From an optimization exercise on the open Yosys and OpenROAD flow, aimed at small area, a short achievable clock period and few clock cycles per item; shortcuts taken in it are not production practice. At most, simulation tests tie the RTL to the original design; equivalence was not proved. Power and IR drop assume default switching activity.

==> inputs of 11-03 <==
## mp_adder
module mp_adder (
    input  wire         iAddSub,
    input  wire         iClk,
    input  wire         iRst,
    input  wire         iStart,
    input  wire [511:0] iOpA,
    input  wire [511:0] iOpB,
    output wire [512:0] oRes,
    output wire         oDone);
clock: 5.0 ns
lec_check: 0
cap_margin: 20
core_area: 10 10 550 550
die_area: 0 0 560 560
slew_margin: 20
synth_hierarchical: 1
standard.sh (not shown) runs the stock make flow with config.mk's settings and CLKGATE_MAP_FILE= SYNTH_SCRIPT=/design/flow/synth_recipe.tcl, a recipe that flattens the netlist after the stock synthesis.
==> flow/flow/run.sh <==
#!/bin/bash
# Standard ORFS layout (the standard.sh), with the port buffers that
# buffer_ports inserts on every input and output made buf_1 cells instead of
# the cell it picks by default; the resizer still sizes them as timing needs.
set -euo pipefail
export BUFFER_PORTS_ARGS="-buffer_cell sky130_fd_sc_hd__buf_1"
bash standard.sh > standard_flow.log 2>&1
==> inputs of 11-24, as changes to 11-03 <==
==> flow/flow/run.sh (replaced) <==
#!/bin/bash
# Standard ORFS layout (the standard.sh) with two changes to how it is done:
# - buffer_ports gives every input and output port a buf_1 cell (the resizer
#   still sizes them as timing needs) instead of the cell it picks by default;
# - place_pins may put pins one routing track apart, so that the 1542 ports fit
#   on a smaller die.
set -euo pipefail
export BUFFER_PORTS_ARGS="-buffer_cell sky130_fd_sc_hd__buf_1"
export PLACE_PINS_ARGS="-min_distance 1 -min_distance_in_tracks"
bash standard.sh > standard_flow.log 2>&1
- CORE_AREA: 10 10 550 550 -> 4 4 396 396
- DIE_AREA: 0 0 560 560 -> 0 0 400 400
==> inputs of 06-28, as changes to 11-03 <==
- GPL_TIMING_DRIVEN: default -> 0
- SETUP_SLACK_MARGIN: default -> 0.5
==> summary.txt <==
metric                                                                               06-28                     11-24                         11-03
Reg power frac                                                                       0.095                         -                         0.091
Type of the worst setup path                                        input port to register                         -  input port to primary output
Worst path arrival time                                                            5.11 ns                         -                       3.71 ns
Net switching fraction of the power                                                  0.610                         -                         0.559
Leading cell type in the layout, fill and taps excluded             sky130_fd_sc_hd__buf_1                         -       sky130_fd_sc_hd__xor2_1
Remaining routing DRC violations                                                         0                         -                             0
Final estimated routing congestion in global placement                               0.977                      1.02                         0.994
Total negative setup slack                                                            0 ns                         -                          0 ns
Detailed-route via count                                                             37299                         -                         36846
Core Region                                                                    291000 um^2                         -                   291000 um^2
Cell kind with the greatest summed area                                  multi-input gates                         -             multi-input gates
Number of buffer and inverter instances along the worst setup path                      12                         -                             5
Run status                                                        timing/DRC/antenna clean            did not finish      timing/DRC/antenna clean
Last stage reached                                                                       -  global routing (5_1_grt)                             -
Average detailed-routed wire length per instance                                   29.7 um                         -                       29.6 um
VDD IR-drop max                                                                 0.000219 V                         -                    0.000178 V
Number of instances resized during post-cts repair                                     344                         0                             0
Rel. slew slack                                                                      0.364                         -                         0.504
Crit end category                                                                 register                         -                primary output
Logic gate share of total power                                                      0.782                         -                         0.799
Worst-margin pin slew                                                             0.957 ns                         -                      0.741 ns
Hold Path Origin                                                                    iStart                         -                          iRst
Power dissipated in the clock network                                            0.00181 W                         -                     0.00174 W
Pre-CTS setup slack                                                               -3.02 ns                  0.205 ns                    -0.0760 ns
Multi-input combinational cell count                                                  3973                         -                          3972
Critical path endpoint                                                      rC[75]$_DFF_P_                         -                     oRes[195]
Logic inverters                                                                          0                         -                             0
Testbench counts of 11-03, summed over its fixed seeds: cycles 768, items 384.
Testbench counts of 11-24, summed over its fixed seeds: cycles 768, items 384.
Testbench counts of 06-28, summed over its fixed seeds: cycles 768, items 384.

========
==> xenon <==
mp_adder, a different RTL version from the one above (not shown whole).
==> flow/config.mk <==
export PLATFORM = sky130hd
export DESIGN_NAME = mp_adder
export DESIGN_NICKNAME = mp_adder
export VERILOG_FILES = /design/flow/design.v
export SDC_FILE = /design/flow/constraint.sdc
export NUM_CORES = 4
export LEC_CHECK = 0
export CAP_MARGIN = 5
export CORE_AREA = 10 10 442 442
export DIE_AREA = 0 0 452 452
export GPL_TIMING_DRIVEN = 0
export SETUP_SLACK_MARGIN = 0.8
export SLEW_MARGIN = 5
export SYNTH_HIERARCHICAL = 1
==> flow/constraint.sdc <==
create_clock -name core_clock -period 5.0 [get_ports {iClk}]
set_input_delay 1.0000 -clock core_clock [delete_from_list [all_inputs] [get_ports {iClk}]]
set_output_delay 1.0000 -clock core_clock [all_outputs]
set_load 0.01 [all_outputs]
==> flow/flow/run.sh <==
#!/bin/bash
# Standard ORFS layout (the standard.sh) with three changes to how it is done:
# - buffer_ports gives every input and output port a buf_1 cell (the resizer
#   still sizes them as timing needs) instead of the cell it picks by default;
# - the ports are placed in bit order round the die edge, each bit's
#   iOpA/iOpB/oRes side by side (flow/pinorder.tcl, before place_pins);
# - before the resize step's repair_design, high-fanout nets get buffer trees
#   built from their sinks' locations (flow/pre_resize.tcl, flow/tree.tcl).
set -euo pipefail
export BUFFER_PORTS_ARGS="-buffer_cell sky130_fd_sc_hd__buf_1"
export PRE_IO_PLACEMENT_TCL="$(pwd)/flow/pinorder.tcl"
export PRE_RESIZE_TCL="$(pwd)/flow/pre_resize.tcl"
bash standard.sh > standard_flow.log 2>&1
Other scripts of this flow, unchanged in this note and not shown: flow/flow/pinorder.tcl, flow/flow/pre_resize.tcl, flow/flow/tree.tcl
==> willow: changes against xenon <==
--- a/flow/design.v
+++ b/flow/design.v
@@ -126,11 +126,11 @@
     output wire [512:0] oRes,
     output wire         oDone);
     wire [511:0] bx, p, g, c, sum;
     wire [127:0] cg, cp, cc;
     reg  [127:1] rC;      
-    reg         rCout;
+    reg         rCout;   
     reg         rDone;
     wire [127:0] ci = {rC, iAddSub};
     genvar j;
     generate for (j = 0; j < 128; j = j + 1) begin : chunk
         mpa_bx  u_bx  (.s(iAddSub), .b(iOpB[4*j +: 4]), .bx(bx[4*j +: 4]));
@@ -1168,12 +1168,12 @@
     assign cc[125] = G383;
     assign cc[126] = G447;
     assign cc[127] = G384;
     always @(posedge iClk) begin
         rC    <= cc[126:0];
-        rCout <= cc[127] & ~iAddSub;
+        rCout <= cc[127];
         if (iRst) rDone <= 1'b0;
         else      rDone <= iStart;
     end
-    assign oRes  = {rCout, sum};
+    assign oRes  = {rCout & ~iAddSub, sum};   
     assign oDone = rDone;
 endmodule
Settings changed: CAP_MARGIN 5 to 20, CORE_AREA 10 10 442 442 to 10 10 460 460, DIE_AREA 0 0 452 452 to 0 0 470 470, SETUP_SLACK_MARGIN 0.8 to 0.5, SLEW_MARGIN 5 to 20.
==> lagoon: changes against xenon <==
Settings changed: CORE_AREA 10 10 442 442 to 10 10 460 460, DIE_AREA 0 0 452 452 to 0 0 470 470.
==> zinc: changes against xenon <==
Settings changed: CAP_MARGIN 5 to 20, CORE_AREA 10 10 442 442 to 10 10 460 460, DIE_AREA 0 0 452 452 to 0 0 470 470, PLACE_DENSITY set to 0.8, SLEW_MARGIN 5 to 20.
==> comparison <==
Between xenon and lagoon, the lower combinational power is in lagoon (gap about 0.7%, measured against lagoon).
willow produced a clean layout. xenon finished clean. zinc finished clean. lagoon finished clean.
Clock power: xenon < zinc < willow < lagoon.
In willow the non-clock buffer count is lower than in zinc, by 18.
Via count, highest first: xenon, zinc, lagoon, willow.
The highest total power belongs to lagoon, the lowest to xenon.
==> figures <==
                                                                  lagoon                     zinc                    xenon                   willow
Result of the run                                timing/DRC/antenna clean  timing/DRC/antenna clean  timing/DRC/antenna clean  timing/DRC/antenna clean
Actual slew at the worst max-slew pin                              842 ps                   690 ps                   715 ps                   848 ps
Met2 Routed Length                                          73300 microns            73200 microns            77500 microns            73500 microns
Dominant cell type by count on the critical path  sky130_fd_sc_hd__and2_1  sky130_fd_sc_hd__a21o_4  sky130_fd_sc_hd__a21o_1  sky130_fd_sc_hd__a21o_1
First DRT Iteration DRCs                                              705                      875                     1153                      814
Worst slew margin relative to its limit                             44.1%                    54.2%                    52.6%                    43.7%
Sequential power share                                              13.1%                    13.2%                    13.4%                    13.3%
Place WS                                                         -2030 ps                 -1470 ps                 -1920 ps                 -1310 ps
Starting density of the core                                        14.7%                    14.7%                    16.0%                    14.7%
Critical path endpoint category                                      flop                     flop                     flop               output pin
Ant. Diodes                                                            16                       18                       11                       16
Testbench counts of xenon, summed over its fixed seeds: cycles 768, items 384.
Testbench counts of lagoon, summed over its fixed seeds: cycles 768, items 384.
Testbench counts of zinc, summed over its fixed seeds: cycles 768, items 384.
For willow, only the layout was checked, not whether the RTL still works.

========
==> 06-20: inputs <==
RTL: one of the versions met above, not the one the previous note started from.
clock: 5.0 ns
lec_check: 0
cap_margin: 20
core_area: 10 10 550 550
die_area: 0 0 560 560
gpl_timing_driven: 0
setup_slack_margin: 0.3
slew_margin: 20
synth_hierarchical: 1
==> flow/flow/run.sh <==
#!/bin/bash
# Standard ORFS layout (the standard.sh) with two changes to how it is done:
# - buffer_ports gives every input and output port a buf_1 cell (the resizer
#   still sizes them as timing needs) instead of the cell it picks by default;
# - before the resize step's repair_design, high-fanout nets get buffer trees
#   built from their sinks' locations (flow/pre_resize.tcl, flow/tree.tcl).
set -euo pipefail
export BUFFER_PORTS_ARGS="-buffer_cell sky130_fd_sc_hd__buf_1"
export PRE_RESIZE_TCL="$(pwd)/flow/pre_resize.tcl"
bash standard.sh > standard_flow.log 2>&1
Other scripts of this flow, unchanged in this note and not shown: flow/flow/pre_resize.tcl, flow/flow/tree.tcl
==> 03-25 (differences from 06-20) <==
--- a/flow/design.v
+++ b/flow/design.v
@@ -85,12 +85,18 @@
 endmodule
 module mpa_xor (
     input  wire [3:0] a, b,
     output wire [3:0] y);
     assign y = a ^ b;
 endmodule
+module mpa_ha (
+    input  wire [3:0] a, b,
+    output wire [3:0] p, g);
+    assign p = a ^ b;
+    assign g = a & b;
+endmodule
 module mpa_and (
     input  wire [3:0] a, b,
     output wire [3:0] y);
     assign y = a & b;
 endmodule
 module mpa_gp (
@@ -125,14 +131,13 @@
     reg         rCout;
     reg         rDone;
     wire [127:0] ci = {rC, iAddSub};
     genvar j;
     generate for (j = 0; j < 128; j = j + 1) begin : chunk
         mpa_bx  u_bx  (.s(iAddSub), .b(iOpB[4*j +: 4]), .bx(bx[4*j +: 4]));
-        mpa_xor u_p   (.a(iOpA[4*j +: 4]), .b(bx[4*j +: 4]), .y(p[4*j +: 4]));
-        mpa_and u_g   (.a(iOpA[4*j +: 4]), .b(bx[4*j +: 4]), .y(g[4*j +: 4]));
+        mpa_ha  u_pg  (.a(iOpA[4*j +: 4]), .b(bx[4*j +: 4]), .p(p[4*j +: 4]), .g(g[4*j +: 4]));
         mpa_gp  u_gp  (.p(p[4*j +: 4]), .g(g[4*j +: 4]), .G(cg[j]), .Pc(cp[j]));
         assign c[4*j] = ci[j];
         mpa_ng  u_c1  (.gh(g[4*j+0]), .ph(p[4*j+0]), .gl(c[4*j+0]), .g(c[4*j+1]));
         mpa_ng  u_c2  (.gh(g[4*j+1]), .ph(p[4*j+1]), .gl(c[4*j+1]), .g(c[4*j+2]));
         mpa_ng  u_c3  (.gh(g[4*j+2]), .ph(p[4*j+2]), .gl(c[4*j+2]), .g(c[4*j+3]));
         mpa_xor u_s   (.a(p[4*j +: 4]), .b(c[4*j +: 4]), .y(sum[4*j +: 4]));
==> flow/flow/run.sh (replaced) <==
#!/bin/bash
# Standard ORFS layout (the standard.sh) with three changes to how it is done:
# - buffer_ports gives every input and output port a buf_1 cell (the resizer
#   still sizes them as timing needs) instead of the cell it picks by default;
# - the ports are placed in bit order round the die edge, each bit's
#   iOpA/iOpB/oRes side by side (flow/pinorder.tcl, before place_pins);
# - before the resize step's repair_design, high-fanout nets get buffer trees
#   built from their sinks' locations (flow/pre_resize.tcl, flow/tree.tcl).
set -euo pipefail
export BUFFER_PORTS_ARGS="-buffer_cell sky130_fd_sc_hd__buf_1"
export PRE_IO_PLACEMENT_TCL="$(pwd)/flow/pinorder.tcl"
export PRE_RESIZE_TCL="$(pwd)/flow/pre_resize.tcl"
bash standard.sh > standard_flow.log 2>&1
==> flow/flow/pinorder.tcl (new file) <==
# Place the ports in bit order around the die: bit i's iOpA[i], iOpB[i] and
# oRes[i] sit next to each other, bits 0..511 go round the die edge (bottom
# left to right, right edge upwards, top right to left, left edge downwards),
# and the control ports fill the gap between bit 511 and bit 0.
proc po_slots {} {
  set block [ord::get_db_block]
  set die [$block getDieArea]
  set dbu [$block getDbUnitsPerMicron]
  set W [expr {[$die xMax] / double($dbu)}]
  set H [expr {[$die yMax] / double($dbu)}]
  set m 10.0
  set slots {}
  # bottom: met2 tracks x = 0.23 + 0.46k, two tracks apart
  for {set x [expr {0.23 + 0.46 * ceil(($m - 0.23) / 0.46)}]} {$x <= $W - $m} {set x [expr {$x + 0.92}]} {
    lappend slots [list met2 $x 0.0]
  }
  # right: met3 tracks y = 0.34 + 0.68k
  for {set y [expr {0.34 + 0.68 * ceil(($m - 0.34) / 0.68)}]} {$y <= $H - $m} {set y [expr {$y + 1.36}]} {
    lappend slots [list met3 $W $y]
  }
  # top, right to left
  set top {}
  for {set x [expr {0.23 + 0.46 * ceil(($m - 0.23) / 0.46)}]} {$x <= $W - $m} {set x [expr {$x + 0.92}]} {
    lappend top [list met2 $x $H]
  }
  set slots [concat $slots [lreverse $top]]
  # left, top to bottom
  set left {}
  for {set y [expr {0.34 + 0.68 * ceil(($m - 0.34) / 0.68)}]} {$y <= $H - $m} {set y [expr {$y + 1.36}]} {
    lappend left [list met3 0.0 $y]
  }
  return [concat $slots [lreverse $left]]
}

proc po_place {name slot} {
  lassign $slot layer x y
  if {$layer == "met2"} { set sz {0.14 0.485} } else { set sz {0.8 0.3} }
  place_pin -pin_name $name -layer $layer -location [list $x $y] -pin_size $sz -force_to_die_boundary
}

proc po_all {} {
  set slots [po_slots]
  set ns [llength $slots]
  set ctrl {iClk iRst iStart iAddSub oDone oRes[512]}
  # bits spread evenly over the ring, leaving room for the control ports at the end
  set nbits 512
  set used [expr {3 * $nbits + [llength $ctrl]}]
  if {$used > $ns} { error "pinorder: $used ports but only $ns slots" }
  set step [expr {double($ns - [llength $ctrl]) / $nbits}]
  for {set i 0} {$i < $nbits} {incr i} {
    set s [expr {int(floor($i * $step))}]
    po_place "iOpA\[$i\]" [lindex $slots $s]
    po_place "iOpB\[$i\]" [lindex $slots [expr {$s + 1}]]
    po_place "oRes\[$i\]" [lindex $slots [expr {$s + 2}]]
  }
  set s [expr {$ns - [llength $ctrl]}]
  foreach c $ctrl {
    po_place $c [lindex $slots $s]
    incr s
  }
  puts "pinorder: placed [expr {3 * $nbits + [llength $ctrl]}] ports on $ns slots"
}
po_all
- CORE_AREA: 10 10 550 550 -> 10 10 460 460
- DIE_AREA: 0 0 560 560 -> 0 0 470 470
- SETUP_SLACK_MARGIN: 0.3 -> 0.5
==> 09-05 (differences from 06-20) <==
--- a/flow/design.v
+++ b/flow/design.v
@@ -85,16 +85,23 @@
 endmodule
 module mpa_xor (
     input  wire [3:0] a, b,
     output wire [3:0] y);
     assign y = a ^ b;
 endmodule
+module mpa_pg2 (
+    input  wire s,
+    input  wire [3:0] y, a,
+    output wire [3:0] p, g);
+    assign p = y ^ {4{s}};
+    assign g = a & ~p;
+endmodule
 module mpa_and (
     input  wire [3:0] a, b,
     output wire [3:0] y);
-    assign y = a & b;
+    assign y = a & ~b;
 endmodule
 module mpa_gp (
     input  wire [3:0] p, g,
     output wire        G, Pc);
     assign G  = g[3] | g[2] & p[3] | g[1] & p[2] & p[3] | g[0] & p[1] & p[2] & p[3];
     assign Pc = &p;
@@ -116,23 +123,22 @@
     input  wire         iRst,
     input  wire         iStart,
     input  wire [511:0] iOpA,
     input  wire [511:0] iOpB,
     output wire [512:0] oRes,
     output wire         oDone);
-    wire [511:0] bx, p, g, c, sum;
+    wire [511:0] bx, p, g, c, sum;   
     wire [127:0] cg, cp, cc;
     reg  [127:1] rC;      
     reg         rCout;
     reg         rDone;
     wire [127:0] ci = {rC, iAddSub};
     genvar j;
     generate for (j = 0; j < 128; j = j + 1) begin : chunk
-        mpa_bx  u_bx  (.s(iAddSub), .b(iOpB[4*j +: 4]), .bx(bx[4*j +: 4]));
-        mpa_xor u_p   (.a(iOpA[4*j +: 4]), .b(bx[4*j +: 4]), .y(p[4*j +: 4]));
-        mpa_and u_g   (.a(iOpA[4*j +: 4]), .b(bx[4*j +: 4]), .y(g[4*j +: 4]));
+        mpa_xor u_y   (.a(iOpA[4*j +: 4]), .b(iOpB[4*j +: 4]), .y(bx[4*j +: 4]));
+        mpa_pg2 u_pg  (.s(iAddSub), .y(bx[4*j +: 4]), .a(iOpA[4*j +: 4]), .p(p[4*j +: 4]), .g(g[4*j +: 4]));
         mpa_gp  u_gp  (.p(p[4*j +: 4]), .g(g[4*j +: 4]), .G(cg[j]), .Pc(cp[j]));
         assign c[4*j] = ci[j];
         mpa_ng  u_c1  (.gh(g[4*j+0]), .ph(p[4*j+0]), .gl(c[4*j+0]), .g(c[4*j+1]));
         mpa_ng  u_c2  (.gh(g[4*j+1]), .ph(p[4*j+1]), .gl(c[4*j+1]), .g(c[4*j+2]));
         mpa_ng  u_c3  (.gh(g[4*j+2]), .ph(p[4*j+2]), .gl(c[4*j+2]), .g(c[4*j+3]));
         mpa_xor u_s   (.a(p[4*j +: 4]), .b(c[4*j +: 4]), .y(sum[4*j +: 4]));
==> flow/flow/run.sh (replaced) <==
#!/bin/bash
# Standard ORFS layout (the standard.sh) with three changes to how it is done:
# - buffer_ports gives every input and output port a buf_1 cell (the resizer
#   still sizes them as timing needs) instead of the cell it picks by default;
# - the ports are placed in bit order round the die edge, each bit's
#   iOpA/iOpB/oRes side by side (flow/pinorder.tcl, before place_pins);
# - before the resize step's repair_design, high-fanout nets get buffer trees
#   built from their sinks' locations (flow/pre_resize.tcl, flow/tree.tcl).
set -euo pipefail
export BUFFER_PORTS_ARGS="-buffer_cell sky130_fd_sc_hd__buf_1"
export PRE_IO_PLACEMENT_TCL="$(pwd)/flow/pinorder.tcl"
export PRE_RESIZE_TCL="$(pwd)/flow/pre_resize.tcl"
bash standard.sh > standard_flow.log 2>&1
==> flow/flow/pinorder.tcl (new file) <==
# Place the ports in bit order around the die: bit i's iOpA[i], iOpB[i] and
# oRes[i] sit next to each other, bits 0..511 go round the die edge (bottom
# left to right, right edge upwards, top right to left, left edge downwards),
# and the control ports fill the gap between bit 511 and bit 0.
proc po_slots {} {
  set block [ord::get_db_block]
  set die [$block getDieArea]
  set dbu [$block getDbUnitsPerMicron]
  set W [expr {[$die xMax] / double($dbu)}]
  set H [expr {[$die yMax] / double($dbu)}]
  set m 10.0
  set slots {}
  # bottom: met2 tracks x = 0.23 + 0.46k, two tracks apart
  for {set x [expr {0.23 + 0.46 * ceil(($m - 0.23) / 0.46)}]} {$x <= $W - $m} {set x [expr {$x + 0.92}]} {
    lappend slots [list met2 $x 0.0]
  }
  # right: met3 tracks y = 0.34 + 0.68k
  for {set y [expr {0.34 + 0.68 * ceil(($m - 0.34) / 0.68)}]} {$y <= $H - $m} {set y [expr {$y + 1.36}]} {
    lappend slots [list met3 $W $y]
  }
  # top, right to left
  set top {}
  for {set x [expr {0.23 + 0.46 * ceil(($m - 0.23) / 0.46)}]} {$x <= $W - $m} {set x [expr {$x + 0.92}]} {
    lappend top [list met2 $x $H]
  }
  set slots [concat $slots [lreverse $top]]
  # left, top to bottom
  set left {}
  for {set y [expr {0.34 + 0.68 * ceil(($m - 0.34) / 0.68)}]} {$y <= $H - $m} {set y [expr {$y + 1.36}]} {
    lappend left [list met3 0.0 $y]
  }
  return [concat $slots [lreverse $left]]
}

proc po_place {name slot} {
  lassign $slot layer x y
  if {$layer == "met2"} { set sz {0.14 0.485} } else { set sz {0.8 0.3} }
  place_pin -pin_name $name -layer $layer -location [list $x $y] -pin_size $sz -force_to_die_boundary
}

proc po_all {} {
  set slots [po_slots]
  set ns [llength $slots]
  set ctrl {iClk iRst iStart iAddSub oDone oRes[512]}
  # bits spread evenly over the ring, leaving room for the control ports at the end
  set nbits 512
  set used [expr {3 * $nbits + [llength $ctrl]}]
  if {$used > $ns} { error "pinorder: $used ports but only $ns slots" }
  set step [expr {double($ns - [llength $ctrl]) / $nbits}]
  for {set i 0} {$i < $nbits} {incr i} {
    set s [expr {int(floor($i * $step))}]
    po_place "iOpA\[$i\]" [lindex $slots $s]
    po_place "iOpB\[$i\]" [lindex $slots [expr {$s + 1}]]
    po_place "oRes\[$i\]" [lindex $slots [expr {$s + 2}]]
  }
  set s [expr {$ns - [llength $ctrl]}]
  foreach c $ctrl {
    po_place $c [lindex $slots $s]
    incr s
  }
  puts "pinorder: placed [expr {3 * $nbits + [llength $ctrl]}] ports on $ns slots"
}
po_all
- SETUP_SLACK_MARGIN: 0.3 -> 0.5
==> summary of the runs <==
Non-clock buffer count, highest first: 06-20, 09-05, 03-25. Of 09-05 and 03-25, 09-05 has the higher cell area (gap 10%, measured against 03-25). The lowest core utilization belongs to 06-20, the highest to 03-25. The routed wire length of 06-20 is 3.0 times that of 03-25. In 06-20 the count of clock-buffer cells in the layout is higher than in 03-25, by 7. Worst hold slack: 09-05 < 06-20 < 03-25. Against 09-05, the sequential share of layout area of 03-25 is higher by 0.59 points. Critical path depth: 09-05 > 03-25 > 06-20. In 03-25 the power is smaller than in 06-20, by about 30%. Synthesized area: 03-25 < 06-20 < 09-05. Global-route usage: 09-05 < 03-25 < 06-20.
==> figures <==
Total nets after synthesis: 03-25 5,130; 06-20 5,130; 09-05 5,642
Status: 03-25 timing/DRC/antenna clean; 06-20 timing/DRC/antenna clean; 09-05 timing/DRC/antenna clean
Hold WS: 03-25 0.688 ns; 06-20 0.669 ns; 09-05 0.639 ns
Most frequent standard cell in the layout excluding fill and tap cells: 03-25 sky130_fd_sc_hd__buf_1; 06-20 sky130_fd_sc_hd__xor2_1; 09-05 sky130_fd_sc_hd__buf_1
Clock Power: 03-25 1.45 mW; 06-20 1.82 mW; 09-05 1.71 mW
Static Leakage: 03-25 20.9 nW; 06-20 20.8 nW; 09-05 23.0 nW
Number of cells produced by synthesis: 03-25 3,590; 06-20 4,102; 09-05 4,614
Average via count per standard cell: 03-25 3.80; 06-20 3.72; 09-05 3.29
Detailed-route wire length on metal 1: 03-25 37,000 um; 06-20 104,000 um; 09-05 39,500 um
Max stage delay on crit path: 03-25 0.32 ns; 06-20 0.49 ns; 09-05 0.33 ns
Syn Std Cell Area: 03-25 0.0296 mm2; 06-20 0.0309 mm2; 09-05 0.0315 mm2
Pin count of the biggest net entering global routing: 03-25 17; 06-20 13; 09-05 13
Top-level I/O count: 03-25 0; 06-20 1,542; 09-05 0
Flip-flop and latch power: 03-25 1.39 mW; 06-20 1.40 mW; 09-05 1.44 mW
Total power density per cell area: 03-25 244 mW/mm2; 06-20 316 mW/mm2; 09-05 248 mW/mm2
Simple-Gate Fraction of Synth Area: 03-25 11.7%; 06-20 21.6%; 09-05 17.1%
Share of synthesized area occupied by flip-flops and latches: 03-25 8.72%; 06-20 8.36%; 09-05 8.19%
Internal: 03-25 4.98 mW; 06-20 5.13 mW; 09-05 5.30 mW
Synth Area per Inst: 03-25 8.25 um2; 06-20 7.53 um2; 09-05 6.84 um2
Adder-cell share of the synthesized area: 03-25 21.6%; 06-20 0%; 09-05 0%
Highest-delay cell along the critical path: 03-25 sky130_fd_sc_hd__a21o_2; 06-20 sky130_fd_sc_hd__xor2_1; 09-05 sky130_fd_sc_hd__a21o_4
Unrepaired setup endpoints after global routing: 03-25 no; 06-20 yes; 09-05 yes
Combinational-cell power consumption: 03-25 6.96 mW; 06-20 10.7 mW; 09-05 7.83 mW
Testbench counts of 06-20, summed over its fixed seeds: cycles 768, items 384.
Testbench counts of 03-25, summed over its fixed seeds: cycles 768, items 384.
Function not checked in 09-05: the RTL went through the layout flow alone.

[what the ideal ports hide]
In the flow no input, the clock included, has a driving cell. The finished layouts below were timed again as built, in two steps.
Step 1 (the two cells are an assumption about what drives the block):
set clk [get_ports {iClk}]
set_driving_cell -lib_cell sky130_fd_sc_hd__clkbuf_16 $clk
set_driving_cell -lib_cell sky130_fd_sc_hd__buf_2 [delete_from_list [all_inputs] $clk]
Step 2, shift: input delay + t, output delay - t, t = (earliest + latest rising clock arrival at the registers) / 2. This alone moves slack from input paths to output paths.
a / b / c = ideal / step 1 / step 2; a / b = the first two.
run | shift t [ns] | slack for setup (ns) | hold WS [ns] | worst setup path after step 2 | pins driven straight from the clock port
11-03 | 0.654 | 0.286 / 0.213 / -0.080 | 0.666 / 0.631 / 1.285 | input to register | 1
06-28 | 0.636 | 0.338 / 0.311 / -0.320 | 0.668 / 0.620 / 1.256 | input to register | 1
xenon | 0.597 | 0.873 / 0.795 / 0.260 | 0.676 / 0.620 / 1.217 | input to register | 1
willow | 0.605 | 0.631 / 0.594 / 0.109 | 0.667 / 0.618 / 1.224 | input to register | 1
lagoon | 0.611 | 0.890 / 0.803 / 0.271 | 0.664 / 0.615 / 1.226 | input to register | 1
zinc | 0.601 | 0.746 / 0.763 / 0.162 | 0.680 / 0.631 / 1.232 | input to register | 1
06-20 | 0.644 | 0.295 / 0.241 / -0.327 | 0.669 / 0.621 / 1.265 | input to register | 1
03-25 | 0.588 | 0.602 / 0.629 / 0.041 | 0.688 / 0.637 / 1.225 | input to register | 1
09-05 | 0.647 | 0.532 / 0.585 / -0.062 | 0.639 / 0.576 / 1.223 | input to register | 1
Met with ideal ports but missed after step 2: setup timing in 11-03, 06-28, 06-20 and 09-05. The setup slack of 06-28, which loses most, moves by -0.027 ns with the drivers and by -0.658 ns with both steps.
